Background: an optimization exercise with open tools, aiming at small area, a short achievable clock period and few clock cycles per item. Do not read the settings as production practice.
Where RTL was checked, it was by simulation tests only, not by an equivalence proof against the original.
Power is estimated from default activity; no workload was simulated.

wip/harbor:
==> module alu_design, before the edit <==
module alu_design(clock,reset,A,B,start_op,op_sel,result,end_op);
	localparam IN_WIDTH = 16;
	localparam OUT_WIDTH = 32;
	localparam OP_WIDTH = 3;
	input logic clock,reset;
	input logic [IN_WIDTH - 1 : 0] A;
	input logic [IN_WIDTH - 1 : 0] B;
	input logic start_op;
	input [OP_WIDTH - 1 : 0] op_sel;
	output logic [OUT_WIDTH - 1 : 0] result;
	output logic end_op;
	logic [2:0] cnt;           
	wire is_mul = op_sel[2] & ~op_sel[0];
	wire is_sub = ~op_sel[2] & op_sel[1] & ~op_sel[0];
	wire [15:0] src = (cnt == 3'd0) ? B : result[15:0];
	wire [1:0] dig = src[1:0];
	wire [15:0] hi = (cnt == 3'd0) ? 16'd0 : result[31:16];
	wire [15:0] x  = hi;
	wire [15:0] y  = A & {16{~op_sel[2] | dig[0]}};
	wire [16:0] z  = op_sel[2] ? {A & {16{dig[1]}}, 1'b0} : {1'b0, B ^ {16{op_sel[1] & ~op_sel[0]}}};
	wire [16:0] s  = {1'b0, x ^ y} ^ z;
	wire [16:0] c  = ({1'b0, x & y}) | ({1'b0, x ^ y} & z);
	wire [17:0] sum = 18'(s) + 18'({c, is_sub});
	logic [31:0] res_d;
	always_comb begin
		if (op_sel[2])
			res_d = op_sel[0] ? {16'd0, A & B} : {sum, src[15:2]};
		else if (op_sel[1] & op_sel[0])
			res_d = {16'd0, s[15:0]};
		else if (op_sel[1])
			res_d = {{16{~sum[16]}}, sum[15:0]};
		else if (op_sel[0])
			res_d = {15'd0, sum[16:0]};
		else
			res_d = 32'd0;
	end
	always_ff @(posedge clock)
		result <= res_d;
	always_ff @(posedge clock or posedge reset)
	begin
		if (reset) begin
			end_op <= 1'b0;
			cnt    <= 3'd0;
		end
		else if (start_op) begin
			end_op <= ~is_mul | (cnt == 3'd7);
			cnt    <= (is_mul && cnt != 3'd7) ? cnt + 3'd1 : 3'd0;
		end
		else begin
			end_op <= 1'b0;
			cnt    <= 3'd0;
		end
	end
endmodule
clock: 8.5 ns
lec_check: 0
cap_margin: 20
core_margin: 2
core_utilization: 40
setup_slack_margin: 3.6
slew_margin: 20
standard.sh (not shown) runs the stock make flow with config.mk's settings and CLKGATE_MAP_FILE= SYNTH_SCRIPT=/design/flow/synth_recipe.tcl, a recipe that flattens the netlist after the stock synthesis.
==> flow/flow/run.sh <==
#!/bin/bash
# The standard layout, with the port buffers made from the smallest
# buffer cell instead of the flow's default choice.
set -euo pipefail
bash standard.sh BUFFER_PORTS_ARGS="-buffer_cell sky130_fd_sc_hd__buf_1" finish > standard_flow.log 2>&1
Testbench counts of wip/harbor, summed over its fixed seeds: cycles 52,084, items 24,000.
The inputs of wip/xenon differ from those of wip/harbor as listed below.
==> flow/design.v <==
module alu_design(clock,reset,A,B,start_op,op_sel,result,end_op);
	localparam IN_WIDTH = 16;
	localparam OUT_WIDTH = 32;
	localparam OP_WIDTH = 3;
	input logic clock,reset;
	input logic [IN_WIDTH - 1 : 0] A;
	input logic [IN_WIDTH - 1 : 0] B;
	input logic start_op;
	input [OP_WIDTH - 1 : 0] op_sel;
	output logic [OUT_WIDTH - 1 : 0] result;
	output logic end_op;
	logic [2:0]  cnt;          
	logic [31:0] acc;          
	logic        neg;          
	wire is_mul = op_sel[2] & ~op_sel[0];
	wire is_sub = ~op_sel[2] & op_sel[1] & ~op_sel[0];
	wire first  = (cnt == 3'd0);
	wire [15:0] src = first ? B : acc[15:0];
	wire [1:0]  dig = src[1:0];
	wire [15:0] x   = first ? 16'd0 : acc[31:16];
	wire [15:0] y   = A & {16{~op_sel[2] | dig[0]}};
	wire [16:0] z   = op_sel[2] ? {A & {16{dig[1]}}, 1'b0}
	                            : {1'b0, B ^ {16{op_sel[1] & ~op_sel[0]}}};
	wire [16:0] s   = {1'b0, x ^ y} ^ z;
	wire [16:0] c   = {1'b0, x & y} | ({1'b0, x ^ y} & z);
	wire [17:0] sum = 18'(s) + 18'({c, is_sub});
	logic [31:0] acc_d;
	always_comb begin
		if (op_sel[2])
			acc_d = op_sel[0] ? {16'd0, A & B} : {sum, src[15:2]};
		else if (op_sel[1] & op_sel[0])
			acc_d = {16'd0, s[15:0]};
		else if (op_sel[1])
			acc_d = {15'd0, ~sum[16], sum[15:0]};
		else if (op_sel[0])
			acc_d = {15'd0, sum[16:0]};
		else
			acc_d = 32'd0;
	end
	always_ff @(posedge clock) begin
		acc <= acc_d;
		neg <= is_sub & ~sum[16];
	end
	assign result = {acc[31:17] | {15{neg}}, acc[16:0]};
	always_ff @(posedge clock or posedge reset)
	begin
		if (reset) begin
			end_op <= 1'b0;
			cnt    <= 3'd0;
		end
		else if (start_op) begin
			end_op <= ~is_mul | (cnt == 3'd7);
			cnt    <= (is_mul && cnt != 3'd7) ? cnt + 3'd1 : 3'd0;
		end
		else begin
			end_op <= 1'b0;
			cnt    <= 3'd0;
		end
	end
endmodule
### Flow results
Compared with wip/harbor, power density over cell area in wip/xenon decreased by a few percent.
Of wip/harbor and wip/xenon, the lower combinational power belongs to wip/harbor.
NOTE via count normalized by instance count wip/harbor->wip/xenon decreased slightly
wip/xenon -> wip/harbor: clock network latency to the later pin of the worst-skew pair flat
~same overall fraction of global-route tracks in use in wip/harbor and wip/xenon
Higher sequential cell area in the final layout was reported by wip/xenon, not wip/harbor.
Looking at routed wire length across both flows, wip/xenon is the weaker of the two, with wip/harbor ahead.
Number of standard-cell rows in the floorplan on wip/xenon is up relative to wip/harbor.
Only the layout flow was run in wip/xenon; the RTL was not checked for function there.

========
Another version of the RTL of alu_design (not shown whole).
For scale: ~430 cells after synthesis, roughly 36 flip-flops, about 71 I/O pins, ~0.0036 sq mm of cells after synthesis.
==> module alu_design, before the edit <==
module alu_design(clock,reset,A,B,start_op,op_sel,result,end_op);
	localparam IN_WIDTH = 16;
	localparam OUT_WIDTH = 32;
	localparam OP_WIDTH = 3;
	input logic clock,reset;
	input logic [IN_WIDTH - 1 : 0] A;
	input logic [IN_WIDTH - 1 : 0] B;
	input logic start_op;
	input [OP_WIDTH - 1 : 0] op_sel;
	output logic [OUT_WIDTH - 1 : 0] result;
	output logic end_op;
	logic [2:0] cnt;           
	wire is_add = (op_sel == 3'b001);
	wire is_sub = (op_sel == 3'b010);
	wire is_mul = (op_sel == 3'b100);
	wire [1:0] dig = B[{cnt, 1'b0} +: 2];
	wire [15:0] hi  = (cnt == 3'd0) ? 16'd0 : result[31:16];
	wire [15:0] x   = is_mul ? hi : (is_sub ? ~B : B);
	wire [15:0] y   = A & {16{~is_mul | dig[0]}};
	wire [16:0] z   = {A, 1'b0} & {17{is_mul & dig[1]}};
	wire [17:0] sum = {2'b00, x} + {2'b00, y} + {1'b0, z} + {17'd0, is_sub};
	logic [31:0] res_d;
	always_comb begin
		case (op_sel)
			3'b001:  res_d = {15'd0, sum[16:0]};
			3'b010:  res_d = {{16{~sum[16]}}, sum[15:0]};
			3'b011:  res_d = {16'd0, A ^ B};
			3'b100:  res_d = {sum, result[15:2]};
			3'b101:  res_d = {16'd0, A & B};
			default: res_d = 32'd0;
		endcase
	end
	always_ff @(posedge clock)
		result <= res_d;
	always_ff @(posedge clock or posedge reset)
	begin
		if (reset) begin
			end_op <= 1'b0;
			cnt    <= 3'd0;
		end
		else if (start_op) begin
			end_op <= ~is_mul | (cnt == 3'd7);
			cnt    <= is_mul ? cnt + 3'd1 : 3'd0;
		end
		else begin
			end_op <= 1'b0;
			cnt    <= 3'd0;
		end
	end
endmodule
==> flow/config.mk <==
export PLATFORM = sky130hd
export DESIGN_NAME = alu_design
export DESIGN_NICKNAME = alu_design
export VERILOG_FILES = /design/flow/design.v
export SDC_FILE = /design/flow/constraint.sdc
export NUM_CORES = 4
export LEC_CHECK = 0
export ABC_CLOCK_PERIOD_IN_PS = 4500
export CAP_MARGIN = 20
export CORE_MARGIN = 2
export CORE_UTILIZATION = 40
export SETUP_SLACK_MARGIN = 4
export SLEW_MARGIN = 20
==> flow/constraint.sdc <==
create_clock -name core_clock -period 8.5 [get_ports {clock}]
set_input_delay 1.7000 -clock core_clock [delete_from_list [all_inputs] [get_ports {clock}]]
set_output_delay 1.7000 -clock core_clock [all_outputs]
set_load 0.01 [all_outputs]
run.sh (not shown) runs the stock make flow with config.mk's settings and CLKGATE_MAP_FILE= SYNTH_SCRIPT=/design/flow/synth_recipe.tcl, a recipe that flattens the netlist after the stock synthesis.
Stock flow here: none of the scripts above is used.
The first run produced a clean layout.
Then changed:
==> flow/design.v (replaced) <==
module alu_design(clock,reset,A,B,start_op,op_sel,result,end_op);
	localparam IN_WIDTH = 16;
	localparam OUT_WIDTH = 32;
	localparam OP_WIDTH = 3;
	input logic clock,reset;
	input logic [IN_WIDTH - 1 : 0] A;
	input logic [IN_WIDTH - 1 : 0] B;
	input logic start_op;
	input [OP_WIDTH - 1 : 0] op_sel;
	output logic [OUT_WIDTH - 1 : 0] result;
	output logic end_op;
	logic [2:0] cnt;           
	wire is_mul = op_sel[2] & ~op_sel[0];
	wire is_sub = ~op_sel[2] & op_sel[1] & ~op_sel[0];
	wire [15:0] src = (cnt == 3'd0) ? B : result[15:0];
	wire [1:0] dig = src[1:0];
	wire [15:0] hi = (cnt == 3'd0) ? 16'd0 : result[31:16];
	wire [15:0] x  = is_mul ? hi : (B ^ {16{is_sub}});
	wire [15:0] y  = A & {16{~is_mul | dig[0]}};
	wire [16:0] z  = ({A, 1'b0} & {17{is_mul & dig[1]}});
	wire [16:0] s  = {1'b0, x ^ y} ^ z;
	wire [16:0] c  = ({1'b0, x & y}) | ({1'b0, x ^ y} & z);
	wire [17:0] sum = 18'(s) + 18'({c, is_sub});
	logic [31:0] res_d;
	always_comb begin
		if (op_sel[2])
			res_d = op_sel[0] ? {16'd0, c[15:0]} : {sum, src[15:2]};
		else if (op_sel[1] & op_sel[0])
			res_d = {16'd0, s[15:0]};
		else if (op_sel[1])
			res_d = {{16{~sum[16]}}, sum[15:0]};
		else if (op_sel[0])
			res_d = {15'd0, sum[16:0]};
		else
			res_d = 32'd0;
	end
	always_ff @(posedge clock)
		result <= res_d;
	always_ff @(posedge clock or posedge reset)
	begin
		if (reset) begin
			end_op <= 1'b0;
			cnt    <= 3'd0;
		end
		else if (start_op) begin
			end_op <= ~is_mul | (cnt == 3'd7);
			cnt    <= (is_mul && cnt != 3'd7) ? cnt + 3'd1 : 3'd0;
		end
		else begin
			end_op <= 1'b0;
			cnt    <= 3'd0;
		end
	end
endmodule
After rerunning: Die area went down by 4.8%; wire length falls by about 8%; total power rises by about 1.7%; critical path depth is lower by 4; via count decreases by about 2.3%; setup slack improves by 0.11 ns.
Testbench counts after the change, summed over its fixed seeds: cycles 52,084, items 24,000.
For the first run of this note, only the layout was checked, not whether the RTL still works.

========
Another version of the RTL of alu_design (not shown whole).
Size: about 550 cells after synthesis, about 35 flip-flops, about 71 I/O pins, ~0.0044 sq mm of cells after synthesis.
==> module alu_design, before the edit <==
module alu_design(clock,reset,A,B,start_op,op_sel,result,end_op);
	localparam IN_WIDTH = 16;
	localparam OUT_WIDTH = 32;
	localparam OP_WIDTH = 3;
	input logic clock,reset;
	input logic [IN_WIDTH - 1 : 0] A;
	input logic [IN_WIDTH - 1 : 0] B;
	input logic start_op;
	input [OP_WIDTH - 1 : 0] op_sel;
	output logic [OUT_WIDTH - 1 : 0] result;
	output logic end_op;
	logic [1:0] cnt;           
	wire is_mul = op_sel[2] & ~op_sel[0];
	wire is_sub = ~op_sel[2] & op_sel[1] & ~op_sel[0];
	wire [3:0] dig = B[cnt * 4 +: 4];
	wire [15:0] hi = (cnt == 2'd0) ? 16'd0 : result[31:16];
	wire [15:0] x  = is_mul ? hi : (B ^ {16{is_sub}});
	wire [15:0] y  = A & {16{~is_mul | dig[0]}};
	wire [16:0] z  = ({A, 1'b0} & {17{is_mul & dig[1]}});
	wire [16:0] s  = {1'b0, x ^ y} ^ z;
	wire [16:0] c  = ({1'b0, x & y}) | ({1'b0, x ^ y} & z);
	wire [19:0] sum = {3'd0, s} + {2'd0, c, is_sub} + ({20'd0} | ({A, 2'd0} & {18{is_mul & dig[2]}})) + ({20'd0} | ({A, 3'd0} & {19{is_mul & dig[3]}}));
	logic [31:0] res_d;
	always_comb begin
		if (op_sel[2])
			res_d = op_sel[0] ? {16'd0, c[15:0]} : {sum, result[15:4]};
		else if (op_sel[1] & op_sel[0])
			res_d = {16'd0, s[15:0]};
		else if (op_sel[1])
			res_d = {{16{~sum[16]}}, sum[15:0]};
		else if (op_sel[0])
			res_d = {15'd0, sum[16:0]};
		else
			res_d = 32'd0;
	end
	always_ff @(posedge clock)
		result <= res_d;
	always_ff @(posedge clock or posedge reset)
	begin
		if (reset) begin
			end_op <= 1'b0;
			cnt    <= 2'd0;
		end
		else if (start_op) begin
			end_op <= ~is_mul | (cnt == 2'd3);
			cnt    <= (is_mul && cnt != 2'd3) ? cnt + 2'd1 : 2'd0;
		end
		else begin
			end_op <= 1'b0;
			cnt    <= 2'd0;
		end
	end
endmodule
==> flow/config.mk <==
export PLATFORM = sky130hd
export DESIGN_NAME = alu_design
export DESIGN_NICKNAME = alu_design
export VERILOG_FILES = /design/flow/design.v
export SDC_FILE = /design/flow/constraint.sdc
export NUM_CORES = 4
export LEC_CHECK = 0
export ABC_CLOCK_PERIOD_IN_PS = 3500
export CAP_MARGIN = 20
export CORE_MARGIN = 2
export CORE_UTILIZATION = 40
export SETUP_SLACK_MARGIN = 5
export SLEW_MARGIN = 20
==> flow/constraint.sdc <==
create_clock -name core_clock -period 8.5 [get_ports {clock}]
set_input_delay 1.7000 -clock core_clock [delete_from_list [all_inputs] [get_ports {clock}]]
set_output_delay 1.7000 -clock core_clock [all_outputs]
set_load 0.01 [all_outputs]
Then changed:
==> flow/design.v (replaced) <==
module alu_design(clock,reset,A,B,start_op,op_sel,result,end_op);
	localparam IN_WIDTH = 16;
	localparam OUT_WIDTH = 32;
	localparam OP_WIDTH = 3;
	input logic clock,reset;
	input logic [IN_WIDTH - 1 : 0] A;
	input logic [IN_WIDTH - 1 : 0] B;
	input logic start_op;
	input [OP_WIDTH - 1 : 0] op_sel;
	output logic [OUT_WIDTH - 1 : 0] result;
	output logic end_op;
	logic [2:0] cnt;           
	wire is_mul = op_sel[2] & ~op_sel[0];
	wire is_sub = ~op_sel[2] & op_sel[1] & ~op_sel[0];
	wire [15:0] src = (cnt == 3'd0) ? B : result[15:0];
	wire [1:0] dig = src[1:0];
	wire [15:0] hi = (cnt == 3'd0) ? 16'd0 : result[31:16];
	wire [15:0] x  = is_mul ? hi : (B ^ {16{is_sub}});
	wire [15:0] y  = A & {16{~is_mul | dig[0]}};
	wire [16:0] z  = ({A, 1'b0} & {17{is_mul & dig[1]}});
	wire [16:0] s  = {1'b0, x ^ y} ^ z;
	wire [16:0] c  = ({1'b0, x & y}) | ({1'b0, x ^ y} & z);
	wire [17:0] sum = 18'(s) + 18'({c, is_sub});
	logic [31:0] res_d;
	always_comb begin
		if (op_sel[2])
			res_d = op_sel[0] ? {16'd0, c[15:0]} : {sum, src[15:2]};
		else if (op_sel[1] & op_sel[0])
			res_d = {16'd0, s[15:0]};
		else if (op_sel[1])
			res_d = {{16{~sum[16]}}, sum[15:0]};
		else if (op_sel[0])
			res_d = {15'd0, sum[16:0]};
		else
			res_d = 32'd0;
	end
	always_ff @(posedge clock)
		result <= res_d;
	always_ff @(posedge clock or posedge reset)
	begin
		if (reset) begin
			end_op <= 1'b0;
			cnt    <= 3'd0;
		end
		else if (start_op) begin
			end_op <= ~is_mul | (cnt == 3'd7);
			cnt    <= (is_mul && cnt != 3'd7) ? cnt + 3'd1 : 3'd0;
		end
		else begin
			end_op <= 1'b0;
			cnt    <= 3'd0;
		end
	end
endmodule
Result: The new run finished with timing, DRC and antenna clean. Power is lower by about 27%. Worst hold slack is better by 25 ps. Non-clock buffer count is lower by 23. Area after synthesis is lower by about 22%. Utilization is higher by 3.9 points. Wire length is lower by about 20%. Sequential cell count is higher by 1. Die area is lower by 22%. Critical path depth is lower by 3. Global-route usage barely changes. Via count is lower by about 20%. Cell area is lower by 19%. First-iteration DRC count is lower by 14%.
Testbench counts after the change, summed over its fixed seeds: cycles 52,084, items 24,000.
Only the layout flow was run in the first run of this note; the RTL was not checked for function there.

afterwards: timing with drivers on the ports:
How much do the figures lean on ideal ports? The routed layouts below were timed once more, with nothing changed but the port constraints.
Step 1 assumes that a clkbuf_16 drives the clock port and a buf_2 every other input.
Step 2 also shifts input and output timing later by t, the mid clock arrival at the registers, as if the neighbouring blocks saw the same clock.
Slacks: ideal ports / drivers / drivers and shift; pairs: ideal ports / drivers.
run | shift t [ns] | setup WS [ns] | hold slack, ns | clock arrival spread, ns | worst slew at a driven data input, ns
wip/harbor | 0.326 | 3.725 / 3.705 / 3.379 | 0.591 / 0.591 / 0.591 | 0.005 / 0.005 | 0.05
wip/xenon | 0.318 | 3.734 / 3.716 / 3.398 | 0.587 / 0.587 / 0.587 | 0.010 / 0.011 | 0.05
the first run of note 2 | 0.319 | 3.660 / 3.651 / 3.332 | 0.565 / 0.565 / 0.565 | 0.012 / 0.012 | 0.05
the second run of note 2 | 0.317 | 3.773 / 3.711 / 3.394 | 0.586 / 0.586 / 0.586 | 0.005 / 0.005 | 0.13
the first run of note 3 | 0.324 | 2.450 / 2.440 / 2.117 | 0.561 / 0.561 / 0.561 | 0.005 / 0.005 | 0.05
the second run of note 3 | 0.322 | 3.782 / 3.686 / 3.364 | 0.586 / 0.586 / 0.586 | 0.010 / 0.010 | 0.12
After both steps setup and hold are still met in every run listed. For the second run of note 3, which loses most, drivers alone change the setup slack by -0.096 ns; drivers and shift together by -0.418 ns.
